Background: an optimization exercise with open tools, aiming at small area. Do not read the settings as production practice.
Only simulation tests tie the RTL to the original design; equivalence was not proved.
No run shown here takes its clock network from TritonCTS; it comes from the design's own scripts or RTL.
The clock input has no modelled driver; a real chip could not lean on it and would need a root buffer or a full tree.
Power is estimated from default activity; no workload was simulated.

==> design/flow/design.v <==
module top_module(
    input clk,
    input btn_rst,
    input btn_pause,
    output sclk,
    output rclk,
    output dio,
    output buzzer
    );
    wire rst = btn_rst;
    reg [4:0] J;       
    reg [4:0] H;       
    reg [1:0] Q;       
    reg       F;       
    wire l5   = J[4] & J[0];
    wire l8   = J[4] & J[3] & ~J[2];
    wire l9   = J[4] & ~J[3];
    wire l01  = ~J[4] & ~J[1];
    wire lle5 = ~J[4] | J[0];    
    wire l0   = ~J[4] & ~J[0];
    wire h24  = H[4] & H[3];     
    wire wrap = l9 & h24;
    always @(posedge clk or posedge rst) begin
        if (rst) begin
            J <= 5'b11000;   
            H <= 5'd24;
            Q <= 2'd3;
            F <= 1'b1;
        end else begin
            J <= {J[3:0], ~J[4]};
            H[0] <= H[0] ^ (l9 & ~h24);
            H[1] <= H[1] ^ (l9 & H[0]);
            H[2] <= H[2] ^ (l9 & H[0] & H[1]);
            H[3] <= H[3] ^ (l9 & ((H[0] & H[1] & H[2]) | h24));
            H[4] <= H[4] ^ (l9 & ((H[0] & H[1] & H[2] & H[3]) | h24));
            Q[0] <= Q[0] ^ wrap;
            Q[1] <= Q[1] ^ (wrap & Q[0]);
            if (wrap & (Q == 2'd1)) F <= 1'b0;
        end
    end
    wire ctick = ~F & (Q == 2'd3) & h24 & l8;
    wire t1    = (Q == 2'd3) & h24 & l9;
    wire tp    = (Q == 2'd2) & (H == 5'd0) & l01;
    reg       sync0, sync1, bstate, bprev, running;
    reg [7:0] cnt;     
    wire differ = bstate ^ sync1;
    wire hit    = ~cnt[7] & cnt[4] & ~cnt[3] & cnt[2] & ~cnt[1] & ~cnt[0];
    wire fb     = ~(cnt[7] ^ cnt[4] ^ cnt[3]);
    always @(posedge clk or posedge rst) begin
        if (rst) begin
            sync0 <= 1'b0;
            sync1 <= 1'b0;
            bstate <= 1'b0;
            bprev <= 1'b0;
            running <= 1'b1;
            cnt <= 8'd0;
        end else begin
            sync0 <= btn_pause;
            sync1 <= sync0;
            bprev <= bstate;
            if (bstate & ~bprev) running <= ~running;
            if (differ & hit) bstate <= sync1;
            cnt <= (differ & ~hit) ? {cnt[6:0], fb} : 8'd0;
        end
    end
    reg [3:0] r0, r1, r2, r3;
    reg       c;       
    wire      nine = r0[3] & r0[0];    
    wire      inc  = ctick ? running : ((t1 | tp) & c);
    wire [3:0] g;
    assign g[0] = r0[0] ^ inc;
    assign g[1] = r0[1] ^ (inc & r0[0] & ~r0[3]);
    assign g[2] = r0[2] ^ (inc & r0[0] & r0[1]);
    assign g[3] = r0[3] ^ (inc & r0[0] & (r0[3] | (r0[2] & r0[1])));
    always @(posedge clk or posedge rst) begin
        if (rst) begin
            r0 <= 4'd0; r1 <= 4'd0; r2 <= 4'd0; r3 <= 4'd0;
            c <= 1'b0;
        end else begin
            r0 <= r1; r1 <= r2; r2 <= r3; r3 <= g;
            if (ctick | t1 | tp) c <= inc & nine;
        end
    end
    reg buz;
    always @(posedge clk or posedge rst) begin
        if (rst) buz <= 1'b0;
        else if (t1) buz <= (g == 4'd1);
    end
    assign buzzer = buz;
    wire       active = ~F | Q[0];
    wire [1:0] didx = {~Q[1], Q[0]};           
    wire [1:0] pos  = {~Q[1] ^ H[0], ~Q[0]};   
    reg  [3:0] dv;
    always @(*) begin
        case (pos)
            2'd0: dv = r0;
            2'd1: dv = r1;
            2'd2: dv = r2;
            default: dv = r3;
        endcase
    end
    reg [6:0] seg;     
    always @(*) begin
        case (dv)
            4'h0: seg = 7'b0111111;
            4'h1: seg = 7'b0000110;
            4'h2: seg = 7'b1011011;
            4'h3: seg = 7'b1001111;
            4'h4: seg = 7'b1100110;
            4'h5: seg = 7'b1101101;
            4'h6: seg = 7'b1111101;
            4'h7: seg = 7'b0000111;
            4'h8: seg = 7'b1111111;
            4'h9: seg = 7'b1101111;
            default: seg = 7'b0000000;
        endcase
    end
    reg bitv;
    always @(*) begin
        case (H[3:2])
            2'd0: bitv = 1'b1;
            2'd1: bitv = F | (didx != ~H[1:0]);
            2'd2: bitv = (H[1:0] == 2'd0) ? 1'b0 : seg[3'd7 - {1'b0, H[1:0]}];
            default: bitv = seg[3'd3 - {1'b0, H[1:0]}];
        endcase
    end
    reg dio_r;
    always @(posedge clk or posedge rst) begin
        if (rst) dio_r <= 1'b0;
        else if (active & ~H[4] & l5) dio_r <= bitv;
    end
    assign dio = dio_r;
    assign sclk = active & (((H != 5'd0) & ~H[4] & lle5) | (H == 5'd16) | ((H == 5'd17) & l0));
    assign rclk = active & (H == 5'd16) & ~lle5;
endmodule
==> design/flow/flow/run.sh <==
#!/bin/bash
# Layout flow: the standard flow (standard.sh) with three changes.
#  1. After the standard synthesis, the same synthesis is run again with an
#     area-oriented ABC script (flow/abc_area.script) in place of ORFS's
#     abc_speed.script. Only the combinational mapping changes; its netlist
#     is used only if it has exactly the standard synthesis's registers
#     (same names, same cell types).
#  2. Ports are buffered with buf_1 cells.
#  3. The clock tree is one level of buffers: flow/manual_cts.tcl, sourced
#     as ORFS's PRE_CTS hook, replaces clock_tree_synthesis so that the clock
#     port drives 3 buf_6 cells, each driving a third of the registers.
# Each tool's output goes to a log_*.txt file in the work folder.
set -euo pipefail
W=$(pwd)
R=$W/orfs/results/$FLOW_PLATFORM/top_module/base

bash standard.sh synth > $W/log_1_synth_standard.txt 2>&1

# 1. area-oriented synthesis in a separate ORFS work folder
rm -rf $W/scripts_area
cp -r $FLOW_HOME/scripts $W/scripts_area
cp $W/flow/abc_area.script $W/scripts_area/abc_speed.script
A=$W/orfs_area/results/$FLOW_PLATFORM/top_module/base
if make -C $FLOW_HOME DESIGN_CONFIG=$W/config.mk WORK_HOME=$W/orfs_area \
        CLKGATE_MAP_FILE= SYNTH_SCRIPT=$W/synth_recipe.tcl \
        SCRIPTS_DIR=$W/scripts_area $A/1_2_yosys.v > $W/log_1_synth_area.txt 2>&1; then
    regs() { grep -oE '^\s*sky130_fd_sc_hd__(df|sdf|edf|dl)[a-z0-9_]+\s+\S+' "$1" | sed -E 's/_[0-9]+\s+/ /' | sort; }
    if [[ -s $A/1_2_yosys.v ]] && diff <(regs $R/1_2_yosys.v) <(regs $A/1_2_yosys.v) > $W/log_1_regs_diff.txt; then
        echo "using the area-oriented netlist ($(regs $A/1_2_yosys.v | wc -l) registers match)" | tee -a $W/log_1_regs_diff.txt
        cp $A/1_2_yosys.v $R/1_2_yosys.v
        touch $R/1_2_yosys.v
    else
        echo "registers differ: keeping the standard netlist" | tee -a $W/log_1_regs_diff.txt
    fi
fi

# 2., 3. the rest of the standard flow
export BUFFER_PORTS_ARGS="-buffer_cell sky130_fd_sc_hd__buf_1"
export PRE_CTS_TCL=$W/flow/manual_cts.tcl
export MANUAL_CTS_PORT=clk
export MANUAL_CTS_NB=3
export MANUAL_CTS_BUF=sky130_fd_sc_hd__buf_6
bash standard.sh finish > $W/log_2_finish.txt 2>&1
==> design/flow/flow/abc_area.script <==
strash
&get -n
&deepsyn -T 10
&put
&get -n
&dch -f
&nf -R 1000
&put
&get -n
&dch -f
&nf -R 1000
&put
topo
dnsize
==> design/flow/flow/manual_cts.tcl <==
# PRE_CTS hook: replaces the clock tree that CTS would build with one level of
# clock buffers. The clock port drives MANUAL_CTS_NB buffers of type
# MANUAL_CTS_BUF; each drives the clock pins of one group of registers. The
# groups split the registers into equal parts by recursive bisection of their
# placement, and each buffer is placed at its group's centre. Every register
# gets its clock through one buffer of the same type, as in a balanced tree.
rename clock_tree_synthesis orfs_clock_tree_synthesis

proc mcts_split { items k } {
  if { $k <= 1 } { return [list $items] }
  set xs {}; set ys {}
  foreach it $items { lappend xs [lindex $it 1]; lappend ys [lindex $it 2] }
  set dx [expr { [tcl::mathfunc::max {*}$xs] - [tcl::mathfunc::min {*}$xs] }]
  set dy [expr { [tcl::mathfunc::max {*}$ys] - [tcl::mathfunc::min {*}$ys] }]
  set idx [expr { $dx >= $dy ? 1 : 2 }]
  set sorted [lsort -integer -index $idx $items]
  set k1 [expr { $k / 2 }]
  set n1 [expr { ([llength $items] * $k1 + $k / 2) / $k }]
  return [concat [mcts_split [lrange $sorted 0 [expr { $n1 - 1 }]] $k1] \
                 [mcts_split [lrange $sorted $n1 end] [expr { $k - $k1 }]]]
}

proc clock_tree_synthesis { args } {
  set nb $::env(MANUAL_CTS_NB)
  set db [ord::get_db]
  set block [ord::get_db_block]
  set master [$db findMaster $::env(MANUAL_CTS_BUF)]
  set clk [[$block findBTerm $::env(MANUAL_CTS_PORT)] getNet]
  $clk setSigType CLOCK
  set items {}
  foreach it [$clk getITerms] {
    set box [[$it getInst] getBBox]
    lappend items [list $it [expr { ([$box xMin] + [$box xMax]) / 2 }] [expr { ([$box yMin] + [$box yMax]) / 2 }]]
  }
  puts "manual CTS: [llength $items] clock pins, $nb x $::env(MANUAL_CTS_BUF)"
  set g 0
  foreach group [mcts_split $items $nb] {
    set net [odb::dbNet_create $block "clknet_$g"]
    $net setSigType CLOCK
    set inst [odb::dbInst_create $block $master "clkbuf_$g"]
    [$inst findITerm A] connect $clk
    [$inst findITerm X] connect $net
    set sx 0; set sy 0
    foreach item $group {
      set it [lindex $item 0]
      $it disconnect
      $it connect $net
      incr sx [lindex $item 1]; incr sy [lindex $item 2]
    }
    set n [llength $group]
    $inst setLocation [expr { $sx / $n }] [expr { $sy / $n }]
    $inst setPlacementStatus PLACED
    puts "manual CTS: clkbuf_$g drives $n clock pins"
    incr g
  }
  set_propagated_clock [all_clocks]
}
==> design/flow/standard.sh <==
#!/bin/bash
# synth_recipe.tcl (not shown) runs the flow's synth.tcl, then flattens the netlist and writes it again
# the make line also repeats each setting of config.mk as NAME=value (left out here)
make -C /OpenROAD-flow-scripts/flow DESIGN_CONFIG=/design/flow/config.mk WORK_HOME=/design/flow/orfs CLKGATE_MAP_FILE= SYNTH_SCRIPT=/design/flow/synth_recipe.tcl "${@:-finish}"
==> design/flow/config.mk <==
export PLATFORM = sky130hd
export DESIGN_NAME = top_module
export DESIGN_NICKNAME = top_module
export VERILOG_FILES = /design/flow/design.v
export SDC_FILE = /design/flow/constraint.sdc
export NUM_CORES = 4
export LEC_CHECK = 0
export CAP_MARGIN = 20
export CORE_MARGIN = 2
export CORE_UTILIZATION = 70
export SLEW_MARGIN = 20
==> design/flow/constraint.sdc <==
create_clock -name core_clock -period 20.0 [get_ports {clk}]
set_input_delay 4.0000 -clock core_clock [delete_from_list [all_inputs] [get_ports {clk}]]
set_output_delay 4.0000 -clock core_clock [all_outputs]
set_load 0.01 [all_outputs]
==> results of run 1 <==
==> how the worst max path moves through the flow <==
stage / from / to / slack, ps / depth (start not counted)
6_report: H[1] / rclk / 14420 / 5
5_1_grt: H[1] / rclk / 14300 / 5
4_1_cts: H[1] / rclk / 14440 / 5
3_5_place_dp: H[1] / rclk / 14600 / 5
3_3_place_gp: H[1] / rclk / 14690 / 5
2_1_floorplan: H[1] / rclk / 14670 / 4
==> routing by layer <==
layer  vias up  global-route usage (%)  share of wire [%]
met1       625                    30.8                 46
met4         0                    2.44                1.2
met3         5                   0.930                2.1
met5         -                       0                  0
met2        17                    41.8                 51
li1        598                       -                  -
==> cell type report <==
class                   count  area [um2]
flip-flops and latches     45        1140
multi-input cells         108         698
fillers                   154         523
inverters                  11        41.3
well taps                  30        37.5
plain buffers               3        33.8
repair buffers              7        30.0
==> state kept, by name, indices dropped and copies added (netlist names), 2 cells and up <==
signal and cells:
r0 4, J 5, H 5, r3 4, Q 2, cnt 8
r1 4, r2 4
==> metrics by stage <==
stage | hold WS [ps] | util, % | setup WS, ps | std cells
after global placement | 341 | 77.7 | 14690 | 201
after global routing | 374 | 79.1 | 14300 | 204
after CTS | 367 | 79.1 | 14440 | 204
after detailed placement | 355 | 77.7 | 14600 | 201
final | 368 | 79.1 | 14420 | 204
after floorplan | 331 | - | 14670 | 164
==> cells in the final DEF (no fill, tap or decap), types with 2 or more instances in the layout <==
master	count
buf_1	6
nor3_1	6
ha_1	6
a21oi_1	8
buf_6	3
nor2_1	15
nor4_1	2
dfrtp_1	37
nand3_1	3
nand2_1	11
o21ai_0	7
o22ai_1	4
xor2_1	5
and3_1	9
and2_0	5
dfstp_2	8
a31oi_1	2
clkinv_1	11
xnor2_1	3
nand2b_1	2
==> power breakdown <==
part,switching (W),internal [W],total (W)
sequential,0.00000129,0.0000939,0.0000952
clock,0.0000211,0.0000121,0.0000331
combinational,0.00000281,0.00000161,0.00000442
==> metrics list, run 1 <==
* Rel. slew slack: 64.6%
* Overall die area: 3110 um2
- After detailed routing, the number of remaining DRC violations is 0.
* Design Power: 0.000133 W
- Final weighted congestion in routability-driven placement: 0.851
* Row Count: 18
- Peak supply drop: 68.7 uV
* Number of buffer and inverter instances along the worst setup path: 1
- Critical register-to-register path startpoint: H[0]
- Startpoint of the worst hold path: sync0
* Post-Synthesis Net Count: 173
- For this run, the top clock speed supported by timing is 179 MHz.
- Leakage power of the design: 0.914 nW
- Placed instance area: 1940 um2
- Number of warnings printed during yosys synthesis: 1
* Worst setup slack for register-to-register paths: 16,680 ps
- Routed Wire Length: 3220 um
* Startpoint Class: register
* Final design area excluding fillers: 1980 um2
- Once the floorplan was initialized, standard cells occupied 75.0% of the core.
- The number of cells on the worst reg-to-reg path is 13.
* RSZ-0062 raised after global routing: false
- Violation count after the first detailed-route iteration: 65
- Among the stages of the critical path, the cell type that occurs most often is nor3_1.
* Number of nets at the end of the flow: 185
- Period Utilization, post-route: 27.9%
- In the final timing run, aggregate negative setup slack is 0 ps.
- Global-route usage over all layers: 22.6%
- Number of iterations in the first detailed-routing pass: 4
- Required time reported for the critical path endpoint: 16,000 ps
- Class of the worst hold path: register to register
- Worst path top cell family by delay: simple AND/OR/NAND/NOR gates
- The total overflow left after global routing is 0.
- Antenna violation net count after detailed routing: 0
- Port buffering added 6 buffers.
* Hold bufs inserted after CTS: 0
- Number of global-route vias before repair: 1,268
- At the pin with the least slew margin, the transition time is 531 ps.
* Pin count of the biggest net entering global routing: 46
- Destination of the worst hold path: sync1
- Cell breakdown of the critical path: nor3_1 > nor3b_1 > nor3_1 > and3_1 > buf_1
- Ant diodes: 0
- The mapped netlist covers 1880 um2.
- Antenna violations before repair: 0
- Hold path depth: 0
- In the routed layout, each cell is associated on average with a via count of 6.10.
- Once the clock tree was built, the setup fixing pass inserted 0 buffers.
* Final worst clock skew: 12.5 ps
- On the worst path, the slowest cell contributes a delay of 470 ps.
- Synthesis produced a netlist whose cell count is 164.
- Max-cap violations: 0
- At the worst endpoint, the arrival time is 1580 ps.
- In the final routed layout, each cell accounts on average for 15.8 um.
- Global-route wire length before repair: 5690 um
* Fin. Hold Viols: 0
- Counting I/O delays and the setup requirement, the final critical path takes 5580 ps.
- Status: timing/DRC/antenna clean
- Finish-stage setup viols: 0
- Of all nets on the critical path, the largest fanout is 8.
- Critical path's slowest cell: dfrtp_1
- Avg Inst Size Synth: 11.4 um2
- The clock reaches the later pin of the worst-skew pair after 130 ps.
- After clock tree synthesis, the repair step resized 0 gates.
* Worst Path Class, Setup: register to primary output
- Sort of element at the end of the critical path: primary output
* Number of slew-limit violations in the final report: 0
- In the final layout, the share of cells above drive strength 1 is 7.47%.
* Detailed placement HPWL: 2340 um
* DIE WIDTH: 55.8 um
* Floorplan die height: 55.8 um
- Endpoint of the worst-slack reg-to-reg timing path: dio_r
* Layout overhead on the synthesized area: 5.40%
- Placeable core area: 2500 um2
* Clock transition at the registers of the reported paths: 100 ps
* Number of I/O pins: 7
- For this design the ratio of total power to cell area is 67.1 nW/um2.
* Number of vias in the routed layout: 1,245
==> run 2, diff against run 1 <==
==> design/flow/flow/run.sh (replaced) <==
#!/bin/bash
# Layout flow: the standard flow (standard.sh) with three changes.
#  1. After the standard synthesis, the same synthesis is run again with
#     area-oriented ABC scripts (flow/abc_N.script, in parallel) in place of
#     ORFS's abc_speed.script. Only the combinational mapping changes. The
#     smallest of those netlists that has exactly the standard synthesis's
#     registers (same names, same cell types) replaces the standard one.
#  2. Ports are buffered with buf_1 cells.
#  3. The clock tree is one level of buffers: flow/manual_cts.tcl, sourced
#     as ORFS's PRE_CTS hook, replaces clock_tree_synthesis so that the clock
#     port drives 3 buf_6 cells, each driving a third of the registers.
# Each tool's output goes to a log_*.txt file in the work folder.
set -euo pipefail
W=$(pwd)
R=$W/orfs/results/$FLOW_PLATFORM/top_module/base

bash standard.sh synth > $W/log_1_synth_standard.txt 2>&1

regs() { grep -oE '^\s*sky130_fd_sc_hd__(df|sdf|edf|dl)[a-z0-9_]+\s+\S+' "$1" | sed -E 's/_[0-9]+\s+/ /' | sort; }
area() { grep -oE 'Chip area for module .*: [0-9.]+' "$1" | awk '{print $NF}'; }

# 1. area-oriented syntheses, each in its own ORFS work folder
for s in $W/flow/abc_*.script; do
    n=$(basename $s .script)
    (
        rm -rf $W/scripts_$n
        cp -r $FLOW_HOME/scripts $W/scripts_$n
        cp $s $W/scripts_$n/abc_speed.script
        make -C $FLOW_HOME DESIGN_CONFIG=$W/config.mk WORK_HOME=$W/orfs_$n \
            CLKGATE_MAP_FILE= SYNTH_SCRIPT=$W/synth_recipe.tcl \
            SCRIPTS_DIR=$W/scripts_$n \
            $W/orfs_$n/results/$FLOW_PLATFORM/top_module/base/1_2_yosys.v > $W/log_1_synth_$n.txt 2>&1 || true
    ) &
done
wait

best=""; best_area=$(area $W/orfs/reports/$FLOW_PLATFORM/top_module/base/synth_stat.txt)
echo "standard: $best_area" > $W/log_1_choice.txt
for s in $W/flow/abc_*.script; do
    n=$(basename $s .script)
    A=$W/orfs_$n/results/$FLOW_PLATFORM/top_module/base/1_2_yosys.v
    S=$W/orfs_$n/reports/$FLOW_PLATFORM/top_module/base/synth_stat.txt
    [[ -s $A && -s $S ]] || { echo "$n: failed" >> $W/log_1_choice.txt; continue; }
    if ! diff <(regs $R/1_2_yosys.v) <(regs $A) > /dev/null; then
        echo "$n: registers differ" >> $W/log_1_choice.txt; continue
    fi
    a=$(area $S)
    echo "$n: $a" >> $W/log_1_choice.txt
    if awk -v a=$a -v b=$best_area 'BEGIN { exit !(a < b) }'; then best=$n; best_area=$a; fi
done
if [[ -n $best ]]; then
    echo "using $best ($best_area)" >> $W/log_1_choice.txt
    cp $W/orfs_$best/results/$FLOW_PLATFORM/top_module/base/1_2_yosys.v $R/1_2_yosys.v
    touch $R/1_2_yosys.v
else
    echo "using the standard netlist" >> $W/log_1_choice.txt
fi

# 2., 3. the rest of the standard flow
export BUFFER_PORTS_ARGS="-buffer_cell sky130_fd_sc_hd__buf_1"
export PRE_CTS_TCL=$W/flow/manual_cts.tcl
export MANUAL_CTS_PORT=clk
export MANUAL_CTS_NB=3
export MANUAL_CTS_BUF=sky130_fd_sc_hd__buf_6
bash standard.sh finish > $W/log_2_finish.txt 2>&1
==> design/flow/flow/abc_1.script (new file) <==
strash
&get -n
&deepsyn -T 20 -S 1
&put
&get -n
&dch -f
&nf -R 1000
&put
&get -n
&dch -f
&nf -R 1000
&put
topo
dnsize
==> design/flow/flow/abc_2.script (new file) <==
strash
&get -n
&deepsyn -T 20 -S 2
&put
&get -n
&dch -f
&nf -R 1000
&put
&get -n
&dch -f
&nf -R 1000
&put
topo
dnsize
==> design/flow/flow/abc_3.script (new file) <==
strash
&get -n
&deepsyn -T 20 -S 3
&put
&get -n
&dch -f
&nf -R 1000
&put
&get -n
&dch -f
&nf -R 1000
&put
topo
dnsize
==> design/flow/flow/abc_4.script (new file) <==
strash
dc2
&get -n
&dch -f
&nf -R 1000
&put
&get -n
&dch -f
&nf -R 1000
&put
topo
dnsize
--- a/design/flow/config.mk
+++ b/design/flow/config.mk
@@ -7,5 +7,5 @@
 export LEC_CHECK = 0
 export CAP_MARGIN = 20
-export CORE_MARGIN = 2
-export CORE_UTILIZATION = 70
+export CORE_AREA = 2 2 64 64
+export DIE_AREA = 0 0 66 66
 export SLEW_MARGIN = 20
removed: design/flow/flow/abc_area.script
==> metrics list, run 2 <==
* Mean routed wirelength per cell: 14.5 um (-7.8%)
* Floorplan die height: 66 um (+18%)
- Fin. Hold Viols: 0 (unchanged)
* Peak supply drop: 47.2 uV (-31%)
* Starting density of the core: 50.2% (-25 points)
- The number of nets produced by synthesis was 158 (-8.7%).
- The fraction of final layout cells sized beyond drive strength 1 is 10.1% (+2.6 points).
- The post-DP HPWL came to 2120 um (-9.1%).
- The placement-stage worst setup slack is 14,570 ps (-34.3 ps).
- The worst setup path is of the register to primary output kind.
- Sort of element at the end of the critical path: primary output
- Critical path's slowest cell: dfrtp_1
- Endpoint of the worst-slack reg-to-reg timing path: buz
- The cell leakage power came to 0.891 nW (-2.5%).
- Maximum fanout count along the critical path: 8 (unchanged)
* Violation count after the first detailed-route iteration: 50 (-23%)
* Synth Instances: 149 (-9.1%)
- Hold bufs inserted after CTS: 0 (unchanged)
- Antenna violations before repair: 0 (unchanged)
* Post-route minimum period: 5610 ps (+36.5 ps)
- The critical path goes through nor3_1 > a21oi_1 > nor3_1 > and3_1 > buf_1.
- Number of buffer cells added on primary ports: 6 (unchanged)
- The global routing usage on met1 was 21.6% (-9.2 points).
- The final total negative setup slack came to 0 ps (unchanged).
- The post-route total power came to 0.000133 W (+0.23%).
- Largest registers in the final layout: cnt x8, H x5, J x5
* Worst setup slack for register-to-register paths: 17,200 ps (+520 ps)
- The final count of pins violating max slew was 0 (unchanged).
- Clock transition at the registers of the reported paths: 100 ps (about the same)
- Routed Wire Length: 3010 um (-6.4%)
- Period Utilization, post-route: 28.1% (+0.18 points)
* Final worst clock skew: 7.33 ps (-5.14 ps)
- Hold path depth: 0 (unchanged)
- Post-CTS Setup Repair Bufs: 0 (unchanged)
* Critical register-to-register path startpoint: H[1]
* Resized cells post-CTS: 0 (unchanged)
- Leaving out fill and tap cells, the most frequent cell in the layout is dfrtp_1.
- The number of primary I/O pins was 7 (unchanged).
- The number of max-cap violations was 0 (unchanged).
- Routing usage on met2: 28.3% (-14 points)
- The worst stage delay on the critical path was 490 ps (+20 ps).
- The via count of the first global-routing pass came to 1,193 (-5.9%).
- Worst Setup Slack, final: 14,390 ps (-36.5 ps)
- Number of cell instances on the worst register-to-register path: 10 (-3)
- DIE WIDTH: 66 um (+18%)
* Via count normalized by instance count: 5.43 (-11%)
- The count of warnings emitted by yosys was 1 (unchanged).
- Overall die area: 4360 um2 (+40%)
- The final-layout fill cell count is 327 (+110%).
* Required time reported for the critical path endpoint: 16,000 ps (about the same)
- Leaving out fill and tap cells, the most frequent cells in the layout are 37 x dfrtp_1, 10 x nand2_1, 10 x nor2_1.
* Placeable core area: 3690 um2 (+48%)
* Destination of the worst hold path: sync1
* Number of iterations in the first detailed-routing pass: 4 (unchanged)
* Most prevalent standard cell on the critical path: nor3_1
* Global-route usage over all layers: 15.7% (-6.9 points)
- Row Count: 22 (+4)
* Avg Inst Size Synth: 12.4 um2 (+8.7%)
* Layer with the highest usage: met2
- Number of nets at the end of the flow: 170 (-8.1%)
- Pin count of the biggest net entering global routing: 46 (unchanged)
* Status: timing/DRC/antenna clean
- The flip-flop count of the largest register, all copies and words added was 8 (unchanged).
- FMAX: 178 MHz (-0.65%)
* Number of vias in the routed layout: 1,123 (-9.8%)
- Class of the worst hold path: register to register
- DRC violations left: 0 (unchanged)
- Global route total overflow: 0 (unchanged)
- Finish-stage setup viols: 0 (unchanged)
- The post-detailed-route count of antenna-violating nets is 0 (unchanged).
* RSZ-0062 raised after global routing: false
- Layout overhead on the synthesized area: 6.68%
- Startpoint Class: register
- The worst relative slew slack was 64.7% (+0.14 points).
* Ant diodes: 0 (unchanged)
- Clock Latency Late Sink: 130 ps (about the same)
- The data arrival time at the worst-slack endpoint is 1610 ps (+30 ps).
- The register with the most flip-flops in the final layout is cnt.
- The cell area after synthesis came to 1850 um2 (-1.2%).
* Startpoint of the worst hold path: sync0
- Global-route wire length before repair: 5420 um (-4.8%)
* Transition at the pin with the smallest max-transition slack: 529 ps (-2.13 ps)
- The power per unit of standard cell area is 67.3 nW/um2 (+0.23%).
- The weighted congestion at the end of routability-driven global placement came to 0.805 (-5.4%).
- The met3 track demand over resource is 0.852% (-0.078 points).
[run 2: changes by cell type in the layout (fill, tap and decap cells not counted), sizes merged, moves of 3 or more]
cell    before  now
clkinv      11    8
o21ai        7    4
nor2        15   10
mux4         1    4
xnor2        3    7
[run 2: how the worst max path moves through the flow]
stage	startpoint	endpoint	slack (ps)	cells after the start
floorplan	H[1]	rclk	14640	4
global placement	H[1]	rclk	14650	5
detailed placement	H[1]	rclk	14570	5
CTS	H[1]	rclk	14400	5
global route	H[1]	rclk	14260	5
finish	H[1]	rclk	14390	5
[run 2: metrics by stage]
stage | hold WS [ps] | instance area, um2 | util, % | cells
4_1_cts | 374 | 1980 | 53.6 | 207
5_1_grt | 377 | 1980 | 53.6 | 207
3_5_place_dp | 348 | 1940 | 52.7 | 204
2_1_floorplan | 331 | 1850 | - | 149
6_report | 367 | 1980 | 53.6 | 207
3_3_place_gp | 338 | 1940 | 52.7 | 204
[run 2: routing by layer]
metal | routed length [um] | share of wire, % | up-vias
met1 | 1420 | 47 | 571
met2 | 1480 | 49 | 8
met4 | 50 | 1.7 | 0
met3 | 55 | 1.8 | 4
met5 | 0 | 0 | -
li1 | - | - | 540
[run 2: final cells by class]
cell class | count | area, um2 | area share, %
flip-flops and latches | 45 | 1140 | 57.5
multi-input cells | 96 | 687 | 34.7
plain buffers | 3 | 33.8 | 1.71
well taps | 48 | 60.1 | 3.04
inverters | 8 | 30.0 | 1.52
repair buffers | 7 | 30.0 | 1.52
[run 2: critical path: cells and delay by family, from the launching register on]
| family | cells | cell delay [ps] |
|---|---|---|
| flops | 1 | 490 |
| compound gates | 1 | 100 |
| buf+inv | 1 | 150 |
| simple gates | 3 | 740 |
[run 2: power by group]
group	leakage [nW]	switching, W	internal [W]
clock	0.0182	0.0000214	0.0000121
combinational	0.292	0.00000280	0.00000163
sequential	0.581	0.00000127	0.0000939
total	0.891	0.0000255	0.000108
==> run 3, diff against run 2 <==
--- a/design/flow/design.v
+++ b/design/flow/design.v
@@ -43,8 +43,9 @@
     wire tp    = (Q == 2'd2) & (H == 5'd0) & l01;
     reg       sync0, sync1, bstate, bprev, running;
-    reg [7:0] cnt;     
+    reg [7:0] cnt;
+    wire [7:0] s = cnt ^ 8'h55;
     wire differ = bstate ^ sync1;
-    wire hit    = ~cnt[7] & cnt[4] & ~cnt[3] & cnt[2] & ~cnt[1] & ~cnt[0];
-    wire fb     = ~(cnt[7] ^ cnt[4] ^ cnt[3]);
+    wire hit    = (s & 8'hf7) == 8'hd4;
+    wire fb     = s[7] ^ s[2];
     always @(posedge clk or posedge rst) begin
         if (rst) begin
@@ -61,5 +62,5 @@
             if (bstate & ~bprev) running <= ~running;
             if (differ & hit) bstate <= sync1;
-            cnt <= (differ & ~hit) ? {cnt[6:0], fb} : 8'd0;
+            cnt <= (differ & ~hit) ? ({s[6:0], fb} ^ 8'h55) : 8'd0;
         end
     end
==> metrics list, run 3 <==
- Share of cells above drive strength 1: 6.94% (-3.1 points)
- Global-route usage over all layers: 15.6% (-0.13 points)
- More flip-flops sit in one register than any other, and that register is cnt.
- The hold buffer count at cts came to 0 (unchanged).
- STA classifies the critical path startpoint as a register.
- The standard cell core area is 3690 um2 (unchanged).
- The count of warnings emitted by yosys was 1 (unchanged).
- Number of cells after detailed placement: 218 (+6.9%)
* Starting density of the core: 49.7% (-0.58 points)
* Number of global-route vias before repair: 1,196 (+0.25%)
- The run finished with no timing, DRC or antenna violations.
* Worst path top cell family by delay: simple AND/OR/NAND/NOR gates
- Antenna violations before repair: 0 (unchanged)
- Detailed placement HPWL: 2310 um (+8.6%)
- The worst relative slew slack is 64.2% (-0.48 points).
* Number of flip-flops in the largest register: 8 (unchanged)
- The largest individual stage delay along the critical path comes from the cell dfrtp_1.
* Maximum fanout count along the critical path: 12 (+4)
- The final wirelength is 3140 um (+4.3%).
- The number of nets produced by synthesis is 171 (+8.2%).
* Avg Inst Size Synth: 11.2 um2 (-9.6%)
- The number of setup buffers added after CTS was 0 (unchanged).
- The area taken by flip-flops and latches was 1140 um2 (unchanged).
* Leakage power of the design: 0.882 nW (-0.99%)
- The worst path required time was 16,000 ps (about the same).
* Number of vias in the routed layout: 1,224 (+9.0%)
- The worst setup path is captured at a primary output.
- Stage delay of the slowest cell on the critical path: 530 ps (+40 ps)
- Leaving out fill and tap cells, the most frequent cell in the layout is dfrtp_1.
* Post-route minimum period: 5680 ps (+66.5 ps)
- Layout overhead on the synthesized area: 6.76% (about the same)
- Synth Instances: 163 (+9.4%)
- The count of unresolved DRC violations after routing came to 0 (unchanged).
* Class of the worst hold path: register to register
- The number of max-cap violations was 0 (unchanged).
- The count of cells resized by post-cts repair is 0 (unchanged).
- Most frequent cells in the layout: 37 x dfrtp_1, 24 x nor2_1, 12 x o22ai_1
* Power per Cell Area: 79.9 nW/um2 (+19%)
- Via count normalized by instance count: 5.54 (+2.1%)
- Violation count after the first detailed-route iteration: 156 (+210%)
* Clock Latency Late Sink: 130 ps (about the same)
- The wire length of the first global-routing pass is 5460 um (+0.76%).
- The detailed-route wire length per cell was 14.2 um (-2.3%).
- RSZ-0062 raised after global routing: false
* FMAX: 176 MHz (-1.2%)
* Clock transition at the registers of the reported paths: 100 ps (about the same)
- The detailed-router iteration count before antenna repair is 4 (unchanged).
- Largest registers in the final layout: cnt x8, H x5, J x5
- Pin count of the biggest net entering global routing: 46 (unchanged)
- Most prevalent standard cell on the critical path: nor4_1
- Non-filler instance count after layout: 221 (+6.8%)
- DIE WIDTH: 66 um (unchanged)
* Peak supply drop: 53.0 uV (+12%)
- The number of failing setup endpoints in the final timing report came to 0 (unchanged).
- The standard-cell row count came to 22 (unchanged).
- The final-layout fill cell count was 342 (+4.6%).
- Ant diodes: 0 (unchanged)
* Antenna violation net count after detailed routing: 0 (unchanged)
- Number of buffer cells added on primary ports: 6 (unchanged)
* Final weighted congestion in routability-driven placement: 0.871 (+8.2%)
- Number of slew-limit violations in the final report: 0 (unchanged)
* Area of combinational cells with multiple inputs: 666 um2 (-3.1%)
- Global route total overflow: 0 (unchanged)
- The setup path with the least slack is of type register to primary output.
- Setup total negative slack: 0 ps (unchanged)
- The total buffers and inverters traversed by the critical path came to 1 (unchanged).
* Transition at the pin with the smallest max-transition slack: 537 ps (+7.21 ps)
- Number of nets at the end of the flow: 183 (+7.6%)
- The number of hold violations in the final report is 0 (unchanged).
- The cell area after synthesis is 1830 um2 (-1.1%).
* Design Power: 0.000156 W (+17%)
- Overall die area: 4360 um2 (unchanged)
* Number of I/O pins: 7 (unchanged)
- The worst clock skew came to 10.1 ps (+2.73 ps).
- The fraction of the cycle the final worst path needs is 28.4% (+0.33 points).
- The die boundary height was 66 um (unchanged).
- Cell breakdown of the critical path: nor4_1 > a21oi_1 > nor4_1 > buf_1
- Arrival time at the worst endpoint: 1680 ps (+70 ps)
-- run 3: path summary, 6_finish.rpt --
kind	slack, ps	cells after the start	start	end
max in group asynchronous	15660	3	btn_rst	J[3]
min in group asynchronous	3950	3	btn_rst	c
max reg2reg	17120	12	H[0]	dio_r
max	14320	4	H[0]	rclk
min	360	0	sync0	sync1
min reg2reg	360	0	sync0	sync1
-- run 3: through the flow --
| stage | hold WS [ps] | worst slack (ps) | cell area (um2) | util (%) |
|---|---|---|---|---|
| 6_report | 361 | 14320 | 1960 | 53.0 |
| 5_1_grt | 378 | 14240 | 1960 | 53.0 |
| 4_1_cts | 369 | 14330 | 1960 | 53.0 |
| 3_5_place_dp | 336 | 14520 | 1920 | 52.1 |
| 3_3_place_gp | 344 | 14580 | 1920 | 52.1 |
| 2_1_floorplan | 331 | 14630 | 1830 | - |
-- run 3: area by class of cell --
class                   count  area share [%]
flip-flops and latches     45            58.1
multi-input cells         110            34.0
well taps                  48            3.07
plain buffers               3            1.73
repair buffers              7            1.54
inverters                   8            1.54
-- run 3: power breakdown --
group | switching, W | internal, W
clock network | 0.0000212 | 0.0000121
logic | 0.00000828 | 0.00000671
registers | 0.00000597 | 0.000102
total | 0.0000354 | 0.000121
-- run 3: metal layers --
layer / wire, um / GRT usage (%) / vias to the layer above
met1: 1530 / 22.5 / 596
met5: 0 / 0 / -
met2: 1500 / 27.1 / 23
li1: - / - / 601
met3: 75 / 0.852 / 4
met4: 36 / 1.53 / 0
==> run 4, diff against run 3 <==
--- a/design/flow/flow/run.sh
+++ b/design/flow/flow/run.sh
@@ -2,5 +2,5 @@
 # Layout flow: the standard flow (standard.sh) with three changes.
 #  1. After the standard synthesis, the same synthesis is run again with
-#     area-oriented ABC scripts (flow/abc_N.script, in parallel) in place of
+#     area-oriented ABC scripts (flow/abc_N.script, NUM_CORES at a time) in place of
 #     ORFS's abc_speed.script. Only the combinational mapping changes. The
 #     smallest of those netlists that has exactly the standard synthesis's
@@ -9,5 +9,5 @@
 #  3. The clock tree is one level of buffers: flow/manual_cts.tcl, sourced
 #     as ORFS's PRE_CTS hook, replaces clock_tree_synthesis so that the clock
-#     port drives 3 buf_6 cells, each driving a third of the registers.
+#     port drives 4 buf_4 cells, each driving a quarter of the registers.
 # Each tool's output goes to a log_*.txt file in the work folder.
 set -euo pipefail
@@ -21,17 +21,18 @@
 
 # 1. area-oriented syntheses, each in its own ORFS work folder
-for s in $W/flow/abc_*.script; do
+synth_one() {
+    local s=$1 n
     n=$(basename $s .script)
-    (
-        rm -rf $W/scripts_$n
-        cp -r $FLOW_HOME/scripts $W/scripts_$n
-        cp $s $W/scripts_$n/abc_speed.script
-        make -C $FLOW_HOME DESIGN_CONFIG=$W/config.mk WORK_HOME=$W/orfs_$n \
-            CLKGATE_MAP_FILE= SYNTH_SCRIPT=$W/synth_recipe.tcl \
-            SCRIPTS_DIR=$W/scripts_$n \
-            $W/orfs_$n/results/$FLOW_PLATFORM/top_module/base/1_2_yosys.v > $W/log_1_synth_$n.txt 2>&1 || true
-    ) &
-done
-wait
+    rm -rf $W/scripts_$n
+    cp -r $FLOW_HOME/scripts $W/scripts_$n
+    cp $s $W/scripts_$n/abc_speed.script
+    make -C $FLOW_HOME DESIGN_CONFIG=$W/config.mk WORK_HOME=$W/orfs_$n \
+        CLKGATE_MAP_FILE= SYNTH_SCRIPT=$W/synth_recipe.tcl \
+        SCRIPTS_DIR=$W/scripts_$n \
+        $W/orfs_$n/results/$FLOW_PLATFORM/top_module/base/1_2_yosys.v > $W/log_1_synth_$n.txt 2>&1 || true
+}
+export -f synth_one
+export W
+ls $W/flow/abc_*.script | xargs -P ${NUM_CORES:-4} -I{} bash -c 'synth_one {}'
 
 best=""; best_area=$(area $W/orfs/reports/$FLOW_PLATFORM/top_module/base/synth_stat.txt)
@@ -61,5 +62,5 @@
 export PRE_CTS_TCL=$W/flow/manual_cts.tcl
 export MANUAL_CTS_PORT=clk
-export MANUAL_CTS_NB=3
-export MANUAL_CTS_BUF=sky130_fd_sc_hd__buf_6
+export MANUAL_CTS_NB=4
+export MANUAL_CTS_BUF=sky130_fd_sc_hd__buf_4
 bash standard.sh finish > $W/log_2_finish.txt 2>&1
==> design/flow/flow/abc_4.script (replaced) <==
strash
&get -n
&deepsyn -T 20 -S 4
&put
&get -n
&dch -f
&nf -R 1000
&put
&get -n
&dch -f
&nf -R 1000
&put
topo
dnsize
==> design/flow/flow/abc_5.script (new file) <==
strash
&get -n
&deepsyn -T 20 -S 5
&put
&get -n
&dch -f
&nf -R 1000
&put
&get -n
&dch -f
&nf -R 1000
&put
topo
dnsize
==> design/flow/flow/abc_6.script (new file) <==
strash
&get -n
&deepsyn -T 20 -S 6
&put
&get -n
&dch -f
&nf -R 1000
&put
&get -n
&dch -f
&nf -R 1000
&put
topo
dnsize
==> design/flow/flow/abc_7.script (new file) <==
strash
&get -n
&deepsyn -T 20 -S 7
&put
&get -n
&dch -f
&nf -R 1000
&put
&get -n
&dch -f
&nf -R 1000
&put
topo
dnsize
==> design/flow/flow/abc_8.script (new file) <==
strash
dc2
&get -n
&dch -f
&nf -R 1000
&put
&get -n
&dch -f
&nf -R 1000
&put
topo
dnsize
==> metrics list, run 4 <==
- The initial antenna violation count was 0 (unchanged).
- The flip-flop count of the largest register, all copies and words added came to 8 (unchanged).
* Fin. Hold Viols: 0 (unchanged)
* Class of the worst hold path: register to register
* Post-CTS Setup Repair Bufs: 0 (unchanged)
* Transition at the pin with the smallest max-transition slack: 535 ps (-1.36 ps)
- The worst relative slew slack is 64.3% (+0.091 points).
* Most frequent cells in the layout: 37 x dfrtp_1, 23 x nor2_1, 13 x nand2_1
- The power per unit of standard cell area is 79.9 nW/um2 (about the same).
- Worst Path Class, Setup: register to primary output
- Number of slew-limit violations in the final report: 0 (unchanged)
- Detailed placement HPWL: 2310 um (+0.12%)
- Design Power: 0.000155 W (-0.67%)
* Arrival time at the worst endpoint: 1550 ps (-130 ps)
- The count of warnings emitted by yosys was 1 (unchanged).
- The via count of the first global-routing pass was 1,201 (+0.42%).
- Leakage power of the design: 0.887 nW (+0.52%)
- Number of vias in the routed layout: 1,207 (-1.4%)
* Largest registers in the final layout: cnt x8, H x5, J x5
* Floorplan die height: 66 um (unchanged)
* Global route total overflow: 0 (unchanged)
* Avg Inst Size Synth: 11.2 um2 (about the same)
* Number of nets at the end of the flow: 183 (unchanged)
- Global-route usage over all layers: 16.2% (+0.67 points)
* Pin count of the biggest net entering global routing: 46 (unchanged)
* Startpoint Class: register
- RSZ-0062 raised after global routing: false
- Number of iterations in the first detailed-routing pass: 4 (unchanged)
- Starting density of the core: 49.4% (-0.27 points)
- Violation count after the first detailed-route iteration: 64 (-59%)
- Row Count: 22 (unchanged)
- Peak supply drop: 58.9 uV (+11%)
- Mean routed wirelength per cell: 14.2 um (unchanged)
- Overall die area: 4360 um2 (unchanged)
- Number of I/O pins: 7 (unchanged)
* Via count normalized by instance count: 5.46 (-1.4%)
- The post-detailed-route count of antenna-violating nets is 0 (unchanged).
- Ranked by flip-flop count, first place goes to cnt.
- Synthesized cell area: 1820 um2 (-0.55%)
- Leaving out fill and tap cells, the most frequent cell in the layout is dfrtp_1.
- The count of cells resized by post-cts repair came to 0 (unchanged).
- Global-route wire length before repair: 5580 um (+2.2%)
- The number of failing setup endpoints in the final timing report is 0 (unchanged).
- The fraction of the cycle the final worst path needs came to 27.8% (-0.63 points).
- Required time reported for the critical path endpoint: 16,000 ps (about the same)
- The fraction of final layout cells sized beyond drive strength 1 was 7.51% (+0.58 points).
* Post-layout util: 52.6% (-0.37 points)
- Final design area excluding fillers: 1940 um2 (-0.70%)
- The standard cell core area came to 3690 um2 (unchanged).
- The die width is 66 um (unchanged).
- The synthesized instance count was 162 (-0.61%).
- Post-route minimum period: 5550 ps (-125 ps)
* Status: timing/DRC/antenna clean
* Worst Setup Slack, final: 14,450 ps (+125 ps)
- Routed Wire Length: 3140 um (unchanged)
- The maximum frequency from static timing analysis is 180 MHz (+2.3%).
- The worst clock skew is 6.33 ps (-3.73 ps).
- The final total negative setup slack is 0 ps (unchanged).
* Layout overhead on the synthesized area: 6.59%
- Maximum fanout count along the critical path: 8 (-4)
- The weighted congestion at the end of routability-driven global placement came to 0.920 (+5.6%).
- Placed instance area: 1910 um2 (-0.52%)
- The hold buffer count at cts came to 0 (unchanged).
- DRC violations left: 0 (unchanged)
* Post-Synthesis Net Count: 170 (-0.58%)
* Max-cap violations: 0 (unchanged)
* Clock Latency Late Sink: 140 ps (about the same)
- The number of port buffers was 6 (unchanged).
- The number of antenna cells inserted is 0 (unchanged).
- The placement-stage worst setup slack came to 14,630 ps (+115 ps).
- STA classifies the critical path endpoint as a primary output.
- Clock transition at the registers of the reported paths: 100 ps (about the same)
[run 4: power by group]
group	internal [W]	switching, W	total, W
sequential	0.000102	0.00000629	0.000108
clock	0.0000105	0.0000210	0.0000316
combinational	0.00000668	0.00000867	0.0000153
[run 4: cell type report]
cell class	instances	area, um2
buffer	4	30.0
sequential	45	1140
fill	346	1750
inverter	7	26.3
tap	48	60.1
multi-input combinational	110	659
timing repair buffer	7	30.0
[run 4: critical path: stages, from the launching register on]
cell and delay [ps]:
dfrtp_1 480, nor3_1 260, nor3b_1 280, nor3_1 100, and3_1 190, buf_1 120
[run 4: path summary, 6_finish.rpt]
check	start	slack, ps	end	cells past startpoint
max in group asynchronous	btn_rst	15670	J[3]	3
min in group asynchronous	btn_rst	3950	sync1	3
min reg2reg	sync0	370	sync1	0
min	sync0	370	sync1	0
max	H[1]	14450	rclk	5
max reg2reg	H[0]	17310	dio_r	11
[run 4: through the flow]
step / std cells / hold WS, ps
detailed placement: 217 / 336
CTS: 221 / 369
floorplan: 162 / 331
global placement: 217 / 339
global route: 221 / 389
finish: 221 / 366
[run 4: metal layers]
layer  GRT usage [%]  vias up  routed length [um]
met5               0        -                   0
met4            2.30        0                  36
met3            1.70        4                 152
met2            28.5       28                1540
met1            22.3      593                1410
li1                -      582                   -
==> run 5, diff against run 4 <==
--- a/design/flow/design.v
+++ b/design/flow/design.v
@@ -39,11 +39,11 @@
         end
     end
-    wire ctick = ~F & (Q == 2'd3) & h24 & l8;
+    wire ctick = (Q == 2'd3) & h24 & l8;
     wire t1    = (Q == 2'd3) & h24 & l9;
     wire tp    = (Q == 2'd2) & (H == 5'd0) & l01;
-    reg       sync0, sync1, bstate, bprev, running;
+    reg       sync0, bstate, run;
     reg [7:0] cnt;
     wire [7:0] s = cnt ^ 8'h55;
-    wire differ = bstate ^ sync1;
+    wire differ = bstate ^ sync0;
     wire hit    = (s & 8'hf7) == 8'hd4;
     wire fb     = s[7] ^ s[2];
@@ -51,15 +51,13 @@
         if (rst) begin
             sync0 <= 1'b0;
-            sync1 <= 1'b0;
             bstate <= 1'b0;
-            bprev <= 1'b0;
-            running <= 1'b1;
+            run <= 1'b1;
             cnt <= 8'd0;
         end else begin
             sync0 <= btn_pause;
-            sync1 <= sync0;
-            bprev <= bstate;
-            if (bstate & ~bprev) running <= ~running;
-            if (differ & hit) bstate <= sync1;
+            if (differ & hit) begin
+                bstate <= sync0;
+                if (sync0) run <= ~run;
+            end
             cnt <= (differ & ~hit) ? ({s[6:0], fb} ^ 8'h55) : 8'd0;
         end
@@ -67,6 +65,7 @@
     reg [3:0] r0, r1, r2, r3;
     reg       c;       
+    wire      tr   = (Q == 2'd3) & h24 & J[1] & ~J[0];    
     wire      nine = r0[3] & r0[0];    
-    wire      inc  = ctick ? running : ((t1 | tp) & c);
+    wire      inc  = (ctick | t1 | tp) & c;
     wire [3:0] g;
     assign g[0] = r0[0] ^ inc;
@@ -80,5 +79,6 @@
         end else begin
             r0 <= r1; r1 <= r2; r2 <= r3; r3 <= g;
-            if (ctick | t1 | tp) c <= inc & nine;
+            if (tr) c <= run;
+            else if (ctick | t1 | tp) c <= inc & nine;
         end
     end
==> metrics list, run 5 <==
- Peak supply drop: 52.2 uV (-11%)
- Floorplan die height: 66 um (unchanged)
- The number of DRC markers after the initial detailed-route iteration came to 42 (-34%).
- FMAX: 183 MHz (+1.6%)
* Number of vias in the routed layout: 1,241 (+2.8%)
- Overall die area: 4360 um2 (unchanged)
- Row Count: 22 (unchanged)
- Leaving out fill and tap cells, the most frequent cells in the layout are 35 x dfrtp_1, 26 x nor2_1, 14 x nand2_1.
- Final worst clock skew: 6.82 ps (+0.490 ps)
* Number of warnings printed during yosys synthesis: 1 (unchanged)
* Leakage power of the design: 0.852 nW (-4.0%)
- The count of unresolved DRC violations after routing is 0 (unchanged).
* Number of I/O pins: 7 (unchanged)
- The met3 track demand over resource came to 1.02% (-0.68 points).
- Final weighted congestion in routability-driven placement: 0.802 (-13%)
- Via count normalized by instance count: 5.59 (+2.4%)
* Worst Path Class, Setup: register to primary output
- GR met1 Demand/Resource: 23.0% (+0.61 points)
* Arrival time at the worst endpoint: 1470 ps (-80 ps)
* Fill cell total of the finished layout: 350 (+1.2%)
- Sort of element at the end of the critical path: primary output
- Routed Wire Length: 3390 um (+7.9%)
- Ant diodes: 0 (unchanged)
- The flow ran to the end and the layout has no timing, DRC or antenna violations.
* Clock transition at the registers of the reported paths: 100 ps (about the same)
- Post-CTS Setup Repair Bufs: 0 (unchanged)
- The worst path required time is 16,000 ps (about the same).
- Antenna violations before repair: 0 (unchanged)
- More flip-flops sit in one register than any other, and that register is cnt.
- The wire length of the first global-routing pass was 5710 um (+2.3%).
* Setup total negative slack: 0 ps (unchanged)
- The cell area after synthesis is 1780 um2 (-2.5%).
- Pin count of the biggest net entering global routing: 44 (-4.3%)
- The global-route met2 utilization came to 29.7% (+1.1 points).
* Number of slew-limit violations in the final report: 0 (unchanged)
- The number of hold violations in the final report was 0 (unchanged).
- The post-placement cell count is 218 (+0.46%).
* Number of buffer cells added on primary ports: 6 (unchanged)
- The hold buffer count at cts is 0 (unchanged).
- Most frequent standard cell in the layout excluding fill and tap cells: dfrtp_1
- The number of failing setup endpoints in the final timing report was 0 (unchanged).
- Class of the worst hold path: register to register
- Placeable core area: 3690 um2 (unchanged)
- RSZ-0062 raised after global routing: false
- Antenna violation net count after detailed routing: 0 (unchanged)
* Non-filler instance count after layout: 222 (+0.45%)
* Number of global-route vias before repair: 1,263 (+5.2%)
- The synthesized instance count is 163 (+0.62%).
* Global route total overflow: 0 (unchanged)
- Share of cells above drive strength 1: 7.47% (-0.043 points)
* Post-route minimum period: 5470 ps (-85.0 ps)
* Clock Latency Late Sink: 140 ps (about the same)
- Maximum fanout count along the critical path: 5 (-3)
- The power per unit of standard cell area came to 77.7 nW/um2 (-2.8%).
* Largest registers in the final layout: cnt x8, H x5, J x5
- Global-route usage over all layers: 16.6% (+0.37 points)
- DIE WIDTH: 66 um (unchanged)
* Startpoint Class: register
* Number of nets at the end of the flow: 184 (+0.55%)
- The mean area per synthesized cell was 10.9 um2 (-3.1%).
* Resized cells post-CTS: 0 (unchanged)
* Number of iterations in the first detailed-routing pass: 4 (unchanged)
- Max-cap violations: 0 (unchanged)
* Post-Synthesis Net Count: 171 (+0.59%)
- Layer with the highest usage: met2
- Number of flip-flops in the largest register: 8 (unchanged)
- Layout overhead on the synthesized area: 6.76%
- The worst relative slew slack was 63.0% (-1.4 points).
- Detailed placement HPWL: 2450 um (+5.9%)
* Starting density of the core: 48.2% (-1.2 points)
* Transition at the pin with the smallest max-transition slack: 552 ps (+16.3 ps)
- The detailed-route wire length per cell was 15.3 um (+7.4%).
* Period Utilization, post-route: 27.3% (-0.42 points)
run 5: power by group:
| part | switching (W) | total (W) | internal [W] |
|---|---|---|---|
| Clock | 0.0000208 | 0.0000314 | 0.0000105 |
| Combinational | 0.00000782 | 0.0000135 | 0.00000571 |
| Sequential | 0.00000580 | 0.000102 | 0.0000966 |
run 5: final cells by class:
type | count | area [um2] | area share, %
buffer | 4 | 30.0 | 1.58
tap | 48 | 60.1 | 3.17
timing repair buffer | 7 | 30.0 | 1.58
inverter | 7 | 26.3 | 1.39
sequential | 43 | 1090 | 57.3
multi-input combinational | 113 | 664 | 35.0
run 5: metrics by stage:
step	total power [W]	hold slack, ps	worst slack, ps	area, um2	util (%)
global route	0.000155	401	14410	1900	51.4
floorplan	0.000113	349	14810	1780	-
detailed placement	0.000118	362	14720	1870	50.6
global placement	0.000117	363	14760	1870	50.6
finish	0.000147	380	14530	1900	51.4
CTS	0.000149	384	14540	1900	51.4
run 5: worst paths after layout:
| check | end | slack [ps] | start | depth (start not counted) |
|---|---|---|---|---|
| min | r2[0] | 380 | r3[0] | 0 |
| max | rclk | 14530 | J[0] | 5 |
| min in group asynchronous | cnt[6] | 3940 | btn_rst | 3 |
| max in group asynchronous | J[4] | 15680 | btn_rst | 3 |
| min reg2reg | r2[0] | 380 | r3[0] | 0 |
| max reg2reg | dio_r | 16990 | H[0] | 12 |
run 5: worst max-delay path: stages (launching register included):
cell and delay (ps):
dfrtp_1 440, clkinv_1 120, a21oi_1 250, a21oi_1 90, nor4_1 250, buf_1 180
run 5: metal layers:
metal,routed length [um],share of wire (%)
met1,1590,47
met4,55,1.6
met5,0,0
met2,1660,49
met3,89,2.6
==> run 6, diff against run 5 <==
--- a/design/flow/design.v
+++ b/design/flow/design.v
@@ -12,5 +12,6 @@
     reg [4:0] H;       
     reg [1:0] Q;       
-    reg       F;       
+    reg       nF;      
+    wire      F = ~nF;
     wire l5   = J[4] & J[0];
     wire l8   = J[4] & J[3] & ~J[2];
@@ -26,5 +27,5 @@
             H <= 5'd24;
             Q <= 2'd3;
-            F <= 1'b1;
+            nF <= 1'b0;
         end else begin
             J <= {J[3:0], ~J[4]};
@@ -36,5 +37,5 @@
             Q[0] <= Q[0] ^ wrap;
             Q[1] <= Q[1] ^ (wrap & Q[0]);
-            if (wrap & (Q == 2'd1)) F <= 1'b0;
+            if (wrap & (Q == 2'd1)) nF <= 1'b1;
         end
     end
@@ -42,5 +43,5 @@
     wire t1    = (Q == 2'd3) & h24 & l9;
     wire tp    = (Q == 2'd2) & (H == 5'd0) & l01;
-    reg       sync0, bstate, run;
+    reg       sync0, bstate, paused;    
     reg [7:0] cnt;
     wire [7:0] s = cnt ^ 8'h55;
@@ -52,5 +53,5 @@
             sync0 <= 1'b0;
             bstate <= 1'b0;
-            run <= 1'b1;
+            paused <= 1'b0;
             cnt <= 8'd0;
         end else begin
@@ -58,5 +59,5 @@
             if (differ & hit) begin
                 bstate <= sync0;
-                if (sync0) run <= ~run;
+                if (sync0) paused <= ~paused;
             end
             cnt <= (differ & ~hit) ? ({s[6:0], fb} ^ 8'h55) : 8'd0;
@@ -79,5 +80,5 @@
         end else begin
             r0 <= r1; r1 <= r2; r2 <= r3; r3 <= g;
-            if (tr) c <= run;
+            if (tr) c <= ~paused;
             else if (ctick | t1 | tp) c <= inc & nine;
         end
--- a/design/flow/config.mk
+++ b/design/flow/config.mk
@@ -9,3 +9,4 @@
 export CORE_AREA = 2 2 64 64
 export DIE_AREA = 0 0 66 66
+export PLACE_DENSITY = 0.9
 export SLEW_MARGIN = 20
==> metrics list, run 6 <==
* Final worst clock skew: 8.39 ps (+1.57 ps)
- Rel. slew slack: 65.4% (+2.5 points)
- Pin count of the biggest net entering global routing: 44 (unchanged)
- Most frequent cells in the layout: 37 x dfrtp_1, 28 x nor2_1, 10 x nand2_1, 10 x o21ai_0, 9 x a21oi_1
- The flip-flop count of the largest register, all copies and words added was 8 (unchanged).
* Max-cap violations: 0 (unchanged)
- Final design area excluding fillers: 1890 um2 (-0.26%)
- Hold bufs inserted after CTS: 0 (unchanged)
- The critical path in this run is classified as register to primary output.
* Post-layout util: 51.3% (-0.14 points)
- Clock transition at the registers of the reported paths: 100 ps (about the same)
* Resized cells post-CTS: 0 (unchanged)
- Most frequent standard cell in the layout excluding fill and tap cells: dfrtp_1
* Layout overhead on the synthesized area: 6.78% (about the same)
* Period Utilization, post-route: 27.9% (+0.51 points)
- The number of vias after detailed routing came to 1,213 (-2.3%).
* Combinational share of power: 9.2% (about the same)
- The combined global-route utilization of all metal layers is 16.0% (-0.58 points).
- The largest registers in the layout are cnt x8, H x5, J x5.
- The worst path required time is 16,000 ps (about the same).
- Status: timing/DRC/antenna clean
* Ant diodes: 0 (unchanged)
* RSZ-0062 raised after global routing: false
- The initial antenna violation count is 0 (unchanged).
- Startpoint Class: register
* Global route total overflow: 0 (unchanged)
- The actual transition at the worst max-transition pin was 518 ps (-33.1 ps).
* Register area: 1080 um2 (-0.23%)
- The fraction of power consumed by sequential logic was 70.0% (+0.5 points).
- The maximum frequency from static timing analysis came to 179 MHz (-1.8%).
- Share of cells above drive strength 1: 6.36% (-1.1 points)
- The standard cell core area is 3690 um2 (unchanged).
- The net total in the final layout came to 183 (-0.54%).
- Overall die area: 4360 um2 (unchanged)
- DIE WIDTH: 66 um (unchanged)
- The detailed-route wire length per cell was 14.2 um (-6.8%).
- Fill cell total of the finished layout: 333 (-4.9%)
- The data arrival time at the worst-slack endpoint is 1570 ps (+100 ps).
- The standard-cell row count is 22 (unchanged).
- Via count normalized by instance count: 5.49 (-1.8%)
* Number of I/O pins: 7 (unchanged)
- Post-route minimum period: 5570 ps (+103 ps)
- The initial core utilization was 48.0% (-0.14 points).
- Number of slew-limit violations in the final report: 0 (unchanged)
- Synthesized cell area: 1770 um2 (-0.28%)
* Final weighted congestion in routability-driven placement: 0.870 (+8.4%)
- The via count of the first global-routing pass was 1,233 (-2.4%).
- The count of unresolved DRC violations after routing came to 0 (unchanged).
* Number of warnings printed during yosys synthesis: 1 (unchanged)
- The number of port buffers came to 6 (unchanged).
* Floorplan die height: 66 um (unchanged)
* Peak supply drop: 73.3 uV (+40%)
- Area of combinational cells with multiple inputs: 669 um2 (+0.75%)
- Maximum fanout count along the critical path: 7 (+2)
- Clock Latency Late Sink: 140 ps (about the same)
- Class of the worst hold path: register to register
- The final total negative setup slack was 0 ps (unchanged).
* Violation count after the first detailed-route iteration: 32 (-24%)
- Number of cells after detailed placement: 217 (-0.46%)
- Placed instance area: 1860 um2 (-0.27%)
- The number of setup buffers added after CTS was 0 (unchanged).
* Power Internal: 0.000112 W (-0.55%)
* Finish-stage setup viols: 0 (unchanged)
* Post-Synthesis Net Count: 170 (-0.58%)
- Net switching power: 0.0000335 W (-2.8%)
* Non-filler instance count after layout: 221 (-0.45%)
- Leakage power of the design: 0.861 nW (+1.1%)
* Global-route wire length before repair: 5620 um (-1.6%)
- The post-DP HPWL is 2300 um (-5.8%).
* Routed Wire Length: 3140 um (-7.3%)
- The detailed-router iteration count before antenna repair came to 4 (unchanged).
- Design Power: 0.000146 W (-1.1%)
* Avg Inst Size Synth: 10.9 um2 (+0.33%)
- The register with the most flip-flops in the final layout is cnt.
- The post-detailed-route count of antenna-violating nets was 0 (unchanged).
- Sort of element at the end of the critical path: primary output
- Fin. Hold Viols: 0 (unchanged)
- The switching part of the total power was 23.0% (-0.42 points).
* Synth Instances: 162 (-0.61%)
* Power per Cell Area: 77.0 nW/um2 (-0.82%)
- The clock network fraction of total power is 20.8% (-0.5 points).
==> run 6: cell type report <==
class / count / area share [%]
flip-flops and latches: 43 / 57.3
multi-input cells: 114 / 35.4
well taps: 48 / 3.17
repair buffers: 7 / 1.59
plain buffers: 4 / 1.59
inverters: 5 / 0.992
==> run 6: through the flow <==
step | worst slack [ps] | hold slack [ps]
2_1_floorplan | 14620 | 349
3_3_place_gp | 14650 | 357
3_5_place_dp | 14600 | 354
4_1_cts | 14430 | 371
5_1_grt | 14350 | 396
6_report | 14430 | 372
==> run 6: worst paths after layout <==
| path | to | cells after the start | slack [ps] | start |
|---|---|---|---|---|
| setup / recovery | rclk | 5 | 14430 | H[3] |
| hold / removal | r1[0] | 0 | 370 | r2[0] |
| setup reg to reg | buz | 11 | 17040 | H[0] |
| hold reg to reg | r1[0] | 0 | 370 | r2[0] |
| max in group asynchronous | H[4] | 3 | 15690 | btn_rst |
| min in group asynchronous | cnt[7] | 3 | 3940 | btn_rst |
==> run 6: power by group through the flow <==
stage / registers [W] / logic, W / clock network [W]
after floorplan: 0.000102 / 0.0000110 / 0
after detailed placement: 0.000103 / 0.0000137 / 0
final: 0.000102 / 0.0000134 / 0.0000303
after global placement: 0.000103 / 0.0000128 / 0
after global routing: 0.000103 / 0.0000158 / 0.0000338
after CTS: 0.000102 / 0.0000138 / 0.0000311
==> run 6: metal layers <==
metal	vias to the layer above	part of all wire, %	GRT usage [%]
met5	-	0	0
met4	0	1.8	2.55
met3	5	2.8	0.852
met2	19	44	26.1
met1	598	51	24.4
li1	591	-	-
==> run 6: worst max-delay path, stage by stage (launching register included) <==
cell and delay (ps):
dfstp_2 600, nor3_1 80, nor3b_1 160, nor3_1 260, and3_1 190, buf_1 140
==> run 7, diff against run 6 <==
--- a/design/flow/config.mk
+++ b/design/flow/config.mk
@@ -9,4 +9,3 @@
 export CORE_AREA = 2 2 64 64
 export DIE_AREA = 0 0 66 66
-export PLACE_DENSITY = 0.9
 export SLEW_MARGIN = 20
==> metrics list, run 7 <==
- Sort of element at the end of the critical path: primary output
* Class of the worst hold path: register to register
- The count of cells resized by post-cts repair was 0 (unchanged).
- Max-cap violations: 0 (unchanged)
- Largest registers in the final layout: cnt x8, H x5, J x5
* Global-route usage over all layers: 16.5% (+0.45 points)
- Routing usage on met2: 27.4% (+1.3 points)
- Layer with the highest usage: met2
* Floorplan die height: 66 um (unchanged)
- Global-route wire length before repair: 5730 um (+2.0%)
- Arrival time at the worst endpoint: 1620 ps (+50 ps)
- The area added between synthesis and finish came to 6.78% (unchanged).
- The number of hold violations in the final report is 0 (unchanged).
* Net switching power: 0.0000345 W (+2.9%)
* Routed Wire Length: 3230 um (+2.8%)
- Global route total overflow: 0 (unchanged)
- The number of vias after detailed routing is 1,209 (-0.33%).
* Non-filler instance count after layout: 221 (unchanged)
- Startpoint Class: register
- The clock-pin slew of the registers on the worst-case setup and hold paths is 100 ps (about the same).
* Number of I/O pins: 7 (unchanged)
- The number of setup buffers added after CTS is 0 (unchanged).
- The clock network fraction of total power came to 21.4% (+0.6 points).
- The global routing usage on met1 came to 24.1% (-0.27 points).
* Met3 demand-to-capacity share in global routing: 1.70% (+0.85 points)
* Number of cells after detailed placement: 217 (unchanged)
* Avg Inst Size Synth: 10.9 um2 (unchanged)
- The detailed-router iteration count before antenna repair is 4 (unchanged).
* Antenna violations before repair: 0 (unchanged)
- The library cells used most frequently in the layout, excluding fill and tap cells, are 37 x dfrtp_1, 28 x nor2_1, 10 x nand2_1, 10 x o21ai_0, 9 x a21oi_1.
- The power per unit of standard cell area is 77.6 nW/um2 (+0.68%).
* Detailed placement HPWL: 2340 um (+1.6%)
- Ranked by flip-flop count, first place goes to cnt.
- The synthesized instance count came to 162 (unchanged).
- Rel. slew slack: 65.6% (+0.20 points)
* Violation count after the first detailed-route iteration: 72 (+130%)
- Setup total negative slack: 0 ps (unchanged)
- Mean routed wirelength per cell: 14.6 um (+2.8%)
- Number of buffer cells added on primary ports: 6 (unchanged)
* Antenna violation net count after detailed routing: 0 (unchanged)
- The count of warnings emitted by yosys came to 1 (unchanged).
- Worst Path Class, Setup: register to primary output
- The actual transition at the worst max-transition pin was 510 ps (-8.45 ps).
- The via count of the first global-routing pass came to 1,220 (-1.1%).
* Final worst clock skew: 10.1 ps (+1.74 ps)
- Starting density of the core: 48.0% (unchanged)
* Post-Synthesis Net Count: 170 (unchanged)
- Row Count: 22 (unchanged)
- The standard cell core area is 3690 um2 (unchanged).
* Clock Latency Late Sink: 140 ps (about the same)
* Final weighted congestion in routability-driven placement: 0.856 (-1.5%)
- Setup repair after global routing left no endpoint under its margin.
- The multi-input combinational cell area came to 669 um2 (unchanged).
- The final count of pins violating max slew came to 0 (unchanged).
- Combinational share of power: 9.1% (about the same)
* Peak supply drop: 45.1 uV (-38%)
- Design Power: 0.000147 W (+0.68%)
- The fraction of final layout cells sized beyond drive strength 1 was 6.36% (unchanged).
* Tightest hold margin: 379 ps (+7.54 ps)
- Post-layout util: 51.3% (unchanged)
- The post-detailed-route via-to-cell ratio came to 5.47 (-0.33%).
- Number of flip-flops in the largest register: 8 (unchanged)
- DRC violations left: 0 (unchanged)
- Power Internal: 0.000112 W (about the same)
- Most frequent standard cell in the layout excluding fill and tap cells: dfrtp_1
- The largest driver fanout on the critical path is 8 (+1).
- Status: timing/DRC/antenna clean
- DIE WIDTH: 66 um (unchanged)
- Required time reported for the critical path endpoint: 16,000 ps (about the same)
- The pin count of the biggest net entering global routing is 44 (unchanged).
* Period Utilization, post-route: 28.1% (+0.22 points)
- The final-layout fill cell count is 348 (+4.5%).
* Finish-stage setup viols: 0 (unchanged)
* Register area: 1080 um2 (unchanged)
- The net total in the final layout was 183 (unchanged).
* Post-route minimum period: 5620 ps (+43.5 ps)
- The cell leakage power was 0.861 nW (unchanged).
- Power share of the sequential group: 69.5% (-0.5 points)
- The hold buffer count at cts was 0 (unchanged).
- The maximum frequency from static timing analysis was 178 MHz (-0.77%).
- Ant diodes: 0 (unchanged)
- Synthesized cell area: 1770 um2 (unchanged)
* Worst setup slack for register-to-register paths: 16,980 ps (-60 ps)
* Overall die area: 4360 um2 (unchanged)
- Fraction of power spent switching nets: 23.5% (+0.51 points)
## run 7: layer usage
layer | part of all wire [%] | vias up
li1 | - | 592
met1 | 47 | 594
met2 | 49 | 23
met3 | 3.6 | 0
met4 | 0 | 0
met5 | 0 | -
## run 7: worst paths after layout
path | from | end | cells past startpoint
setup / recovery | H[1] | rclk | 5
hold / removal | r2[0] | r1[0] | 0
setup reg to reg | H[0] | buz | 11
hold reg to reg | r2[0] | r1[0] | 0
max in group asynchronous | btn_rst | H[4] | 3
min in group asynchronous | btn_rst | r0[3] | 3
## run 7: power groups by stage
stage | Combinational, W | Clock (W) | Sequential [W]
floorplan | 0.0000110 | 0 | 0.000102
global placement | 0.0000132 | 0 | 0.000103
detailed placement | 0.0000140 | 0 | 0.000103
CTS | 0.0000140 | 0.0000320 | 0.000102
global route | 0.0000158 | 0.0000360 | 0.000103
finish | 0.0000134 | 0.0000314 | 0.000102
## run 7: through the flow
step	setup slack (ps)	cell area, um2
finish	14380	1890
detailed placement	14580	1860
floorplan	14620	1770
global route	14270	1890
global placement	14620	1860
CTS	14390	1890
## run 7: critical path, cell delays in order, from the launching register on
cell	delay [ps]
dfrtp_1	470
nor3_1	270
nor3b_1	310
nor3_1	110
and3_1	190
buf_1	120
## run 7: layout make-up
cell class,count,share of cell area [%]
Multi-Input combinational cell,114,35.4
Tap cell,48,3.17
Inverter,5,0.992
Sequential cell,43,57.3
Timing Repair Buffer,7,1.59
Buffer,4,1.59

## re-timing with driven ports
In the flow no input, the clock included, has a driving cell. The finished layouts below were timed again as built, in two steps.
Step 1, drivers: a clkbuf_16 drives clk and a buf_2 each remaining input, both assumed.
Step 2 also shifts input and output timing later by t, the mid clock arrival at the registers, as if the neighbouring blocks saw the same clock.
Slacks: no drivers / after step 1 / after step 2; pairs: no drivers / after step 1.
run	t, ns	setup WS [ns]	latest minus earliest clock arrival (ns)
run 1	0.165	14.423 / 14.380 / 14.546	0.012 / 0.013
run 2	0.171	14.387 / 14.339 / 14.511	0.007 / 0.007
run 3	0.166	14.320 / 14.278 / 14.444	0.010 / 0.010
run 4	0.183	14.446 / 14.399 / 14.582	0.007 / 0.006
run 5	0.182	14.531 / 14.486 / 14.668	0.007 / 0.006
run 6	0.179	14.428 / 14.382 / 14.562	0.008 / 0.009
run 7	0.181	14.385 / 14.341 / 14.522	0.011 / 0.010
After both steps setup and hold are still met in every run listed.
